Context: an optimization exercise on an open-source flow, tuned for small area, a short achievable clock period and few clock cycles per item. The choices shown serve that exercise and are no tape-out recipe.
Only simulation tests tie the RTL to the original design; equivalence was not proved.

== violet ==
## booth_multiplier
module booth_multiplier #(
    parameter int N = 64
)(
    input  logic                    clk,
    input  logic                    rst,
    input  logic                    start,
    input  logic signed [N-1:0]     multiplicand,
    input  logic signed [N-1:0]     multiplier,
    output logic signed [(2*N)-1:0] product,
    output logic                    done
);
    logic [63:0]   M;           
    logic [63:0]   Q;           
    logic [65:0]   S, C;        
    logic [7:0]    SL, CL;      
    logic [3:0]    one, two, ng;       
    logic [3:0]    oneb, twob, ngb;    
    logic          first;       
    logic          firstc;      
    logic [2:0]    cnt;
    logic          busy, fin;
    logic [8:0]    lsum;
    logic          cout_g;
    assign lsum   = {1'b0, SL} + {1'b0, CL};
    assign cout_g = first ? 1'b0 : lsum[8];
    function automatic logic [2:0] recode(input logic [2:0] b);
        recode[2] = b[1] ^ b[0];
  ...
clock: 6.0 ns
lec_check: 0
cap_margin: 20
core_margin: 2
core_utilization: 60
setup_slack_margin: 3.15
slew_margin: 20
synth_hierarchical: 1
synth_minimum_keep_size: 0
buffer_ports_args: -buffer_cell sky130_fd_sc_hd__buf_1
standard.sh (not shown) runs the stock make flow with config.mk's settings and CLKGATE_MAP_FILE= SYNTH_SCRIPT=/design/flow/synth_recipe.tcl, a recipe that flattens the netlist after the stock synthesis.
==> flow/flow/run.sh <==
#!/bin/bash
# Own layout flow: the standard flow, with the port buffers made from
# sky130_fd_sc_hd__buf_1 cells instead of the default cell.
set -e
cp standard.sh standard_sh.txt
echo "export BUFFER_PORTS_ARGS = -buffer_cell sky130_fd_sc_hd__buf_1" >> config.mk
bash standard.sh > standard.log 2>&1
Testbench counts of violet, summed over its fixed seeds: cycles 2,880, items 288.
### violet -> ember
# violet
export LEC_CHECK = 0
export CAP_MARGIN = 20
export CORE_MARGIN = 2
export CORE_UTILIZATION = 60
export SETUP_SLACK_MARGIN = 3.15
export SLEW_MARGIN = 20
export SYNTH_HIERARCHICAL = 1
export SYNTH_MINIMUM_KEEP_SIZE = 0
export BUFFER_PORTS_ARGS = -buffer_cell sky130_fd_sc_hd__buf_1
create_clock -name core_clock -period 6.0 [get_ports {clk}]
# ember
export LEC_CHECK = 0
export CAP_MARGIN = 20
export CORE_MARGIN = 2
export CORE_UTILIZATION = 50
export SETUP_SLACK_MARGIN = 3.3
export SLEW_MARGIN = 20
export SYNTH_HIERARCHICAL = 1
export SYNTH_MINIMUM_KEEP_SIZE = 0
export BUFFER_PORTS_ARGS = -buffer_cell sky130_fd_sc_hd__buf_1
create_clock -name core_clock -period 6.0 [get_ports {clk}]
Findings:
Non-clock buffer count: higher on ember. Clock network area share of violet is on par with ember. ember: area added between synthesis and finish 2.5 points above violet. Measured against each other, violet and ember differ in setup slack, the lower figure coming from violet. Between violet and ember, length in cells of the worst reg-to-reg path is lower for violet, ember comes in above that. ember against violet; total number of placement rows is up by a little under 10%. Sum of met2 wire segment lengths after detailed routing in ember is 4.1% above violet. ember ends up with a fmax that is 0.015 GHz higher than in violet.
Modified inputs, onyx compared to ember
# ember
export LEC_CHECK = 0
export CAP_MARGIN = 20
export CORE_MARGIN = 2
export CORE_UTILIZATION = 50
export SETUP_SLACK_MARGIN = 3.3
export SLEW_MARGIN = 20
export SYNTH_HIERARCHICAL = 1
export SYNTH_MINIMUM_KEEP_SIZE = 0
export BUFFER_PORTS_ARGS = -buffer_cell sky130_fd_sc_hd__buf_1
create_clock -name core_clock -period 6.0 [get_ports {clk}]
# onyx
export LEC_CHECK = 0
export CAP_MARGIN = 20
export CORE_MARGIN = 2
export CORE_UTILIZATION = 60
export PLACE_DENSITY = 0.7
export SETUP_SLACK_MARGIN = 3.3
export SLEW_MARGIN = 20
export SYNTH_HIERARCHICAL = 1
export SYNTH_MINIMUM_KEEP_SIZE = 0
export BUFFER_PORTS_ARGS = -buffer_cell sky130_fd_sc_hd__buf_1
create_clock -name core_clock -period 6.0 [get_ports {clk}]
==> comparison <==
onyx and ember ended up with nearly the same sequential cell area share. On onyx: routability congestion estimate from global placement is 3.6% higher than what ember gave. ember -> onyx: number of iterations in the first detailed-routing pass delta 0, exact match. Re global-route usage: onyx and ember aren't equal, and the lower value belongs to ember.
The following lists how nickel was set up differently from onyx:
# onyx
export LEC_CHECK = 0
export CAP_MARGIN = 20
export CORE_MARGIN = 2
export CORE_UTILIZATION = 60
export PLACE_DENSITY = 0.7
export SETUP_SLACK_MARGIN = 3.3
export SLEW_MARGIN = 20
export SYNTH_HIERARCHICAL = 1
export SYNTH_MINIMUM_KEEP_SIZE = 0
export BUFFER_PORTS_ARGS = -buffer_cell sky130_fd_sc_hd__buf_1
create_clock -name core_clock -period 6.0 [get_ports {clk}]
# nickel
export LEC_CHECK = 0
export CAP_MARGIN = 20
export CORE_MARGIN = 2
export CORE_UTILIZATION = 60
export SETUP_SLACK_MARGIN = 3.4
export SLEW_MARGIN = 20
export SYNTH_HIERARCHICAL = 1
export SYNTH_MINIMUM_KEEP_SIZE = 0
export BUFFER_PORTS_ARGS = -buffer_cell sky130_fd_sc_hd__buf_1
create_clock -name core_clock -period 6.0 [get_ports {clk}]
### Flow results
Layout-stage area growth over the synthesis result in nickel vs onyx: up 6.9 points
From onyx to nickel the numbers moved as follows: clock buffer instance count of the final layout saw a decrease, maximum clock frequency fell about 1.1%, amount of wire on met2 after detailed routing increased by about 9% relative to the old numbers, global router's overall resource usage increased 2.1 points, final weighted congestion of routability-driven global placement has decreased.
nickel vs. onyx: number of antenna violations at the first check in global routing went up by 1.
Origin of the worst setup path: twob[2]$_DFF_P_ -> onyx, M[41]$_DFFE_PP_ -> nickel
Final worst-path cycle share: lower on onyx
Relative to nickel, the following input files were edited for xenon:
# nickel
export LEC_CHECK = 0
export CAP_MARGIN = 20
export CORE_MARGIN = 2
export CORE_UTILIZATION = 60
export SETUP_SLACK_MARGIN = 3.4
export SLEW_MARGIN = 20
export SYNTH_HIERARCHICAL = 1
export SYNTH_MINIMUM_KEEP_SIZE = 0
export BUFFER_PORTS_ARGS = -buffer_cell sky130_fd_sc_hd__buf_1
create_clock -name core_clock -period 6.0 [get_ports {clk}]
# xenon
export LEC_CHECK = 0
export CAP_MARGIN = 20
export CORE_MARGIN = 2
export CORE_UTILIZATION = 70
export SETUP_SLACK_MARGIN = 3.25
export SLEW_MARGIN = 20
export SYNTH_HIERARCHICAL = 1
export SYNTH_MINIMUM_KEEP_SIZE = 0
export BUFFER_PORTS_ARGS = -buffer_cell sky130_fd_sc_hd__buf_1
create_clock -name core_clock -period 6.0 [get_ports {clk}]
--- outcome ---
- Compared with nickel, in xenon worst setup slack -31 ps, count of plain and timing-repair buffers in the layout -22%, overall routing resource usage +5.0 points.
- ~same number of combinational gates with multiple inputs in xenon and nickel
- For chip height, dividing the value from nickel by the value from xenon gives 1.08.
- Of xenon and nickel, it is xenon that has the higher proportion of cell area spent on the clock network.
- There was hardly any difference in flip-flop and latch count between nickel and xenon.

-- what the ideal ports hide --
In the flow no input, the clock included, has a driving cell. The finished layouts below were timed again as built, in two steps.
Step 1 (the two cells are an assumption about what drives the block):
set clk [get_ports {clk}]
set_driving_cell -lib_cell sky130_fd_sc_hd__clkbuf_16 $clk
set_driving_cell -lib_cell sky130_fd_sc_hd__buf_2 [delete_from_list [all_inputs] $clk]
Step 2 adds t to the input delays and takes it off the output delays; t is the mean of the earliest and latest rising clock arrival at the registers after step 1. Input paths then give back, and output paths get back, about the clock's delay inside the block.
Slacks: no drivers / after step 1 / after step 2; pairs: no drivers / after step 1.
| run | t, ns | slack for setup (ns) | hold WS [ns] | clock arrival spread, ns | worst data-port slew with drivers (ns) |
|---|---|---|---|---|---|
| violet | 0.616 | 3.216 / 3.216 / 2.671 | 0.499 / 0.461 / 0.516 | 0.012 / 0.012 | 0.06 |
| ember | 0.615 | 3.328 / 3.328 / 2.910 | 0.484 / 0.465 / 0.509 | 0.016 / 0.015 | 0.06 |
| onyx | 0.617 | 3.336 / 3.329 / 2.938 | 0.480 / 0.464 / 0.515 | 0.024 / 0.023 | 0.07 |
| nickel | 0.623 | 3.307 / 3.250 / 2.964 | 0.497 / 0.459 / 0.514 | 0.014 / 0.014 | 0.06 |
| xenon | 0.609 | 3.276 / 3.276 / 2.998 | 0.487 / 0.472 / 0.524 | 0.014 / 0.015 | 0.05 |
After both steps every run listed still meets setup and hold. The setup slack of violet, which loses most, moves by 0.000 ns with the drivers and by -0.545 ns with both steps.
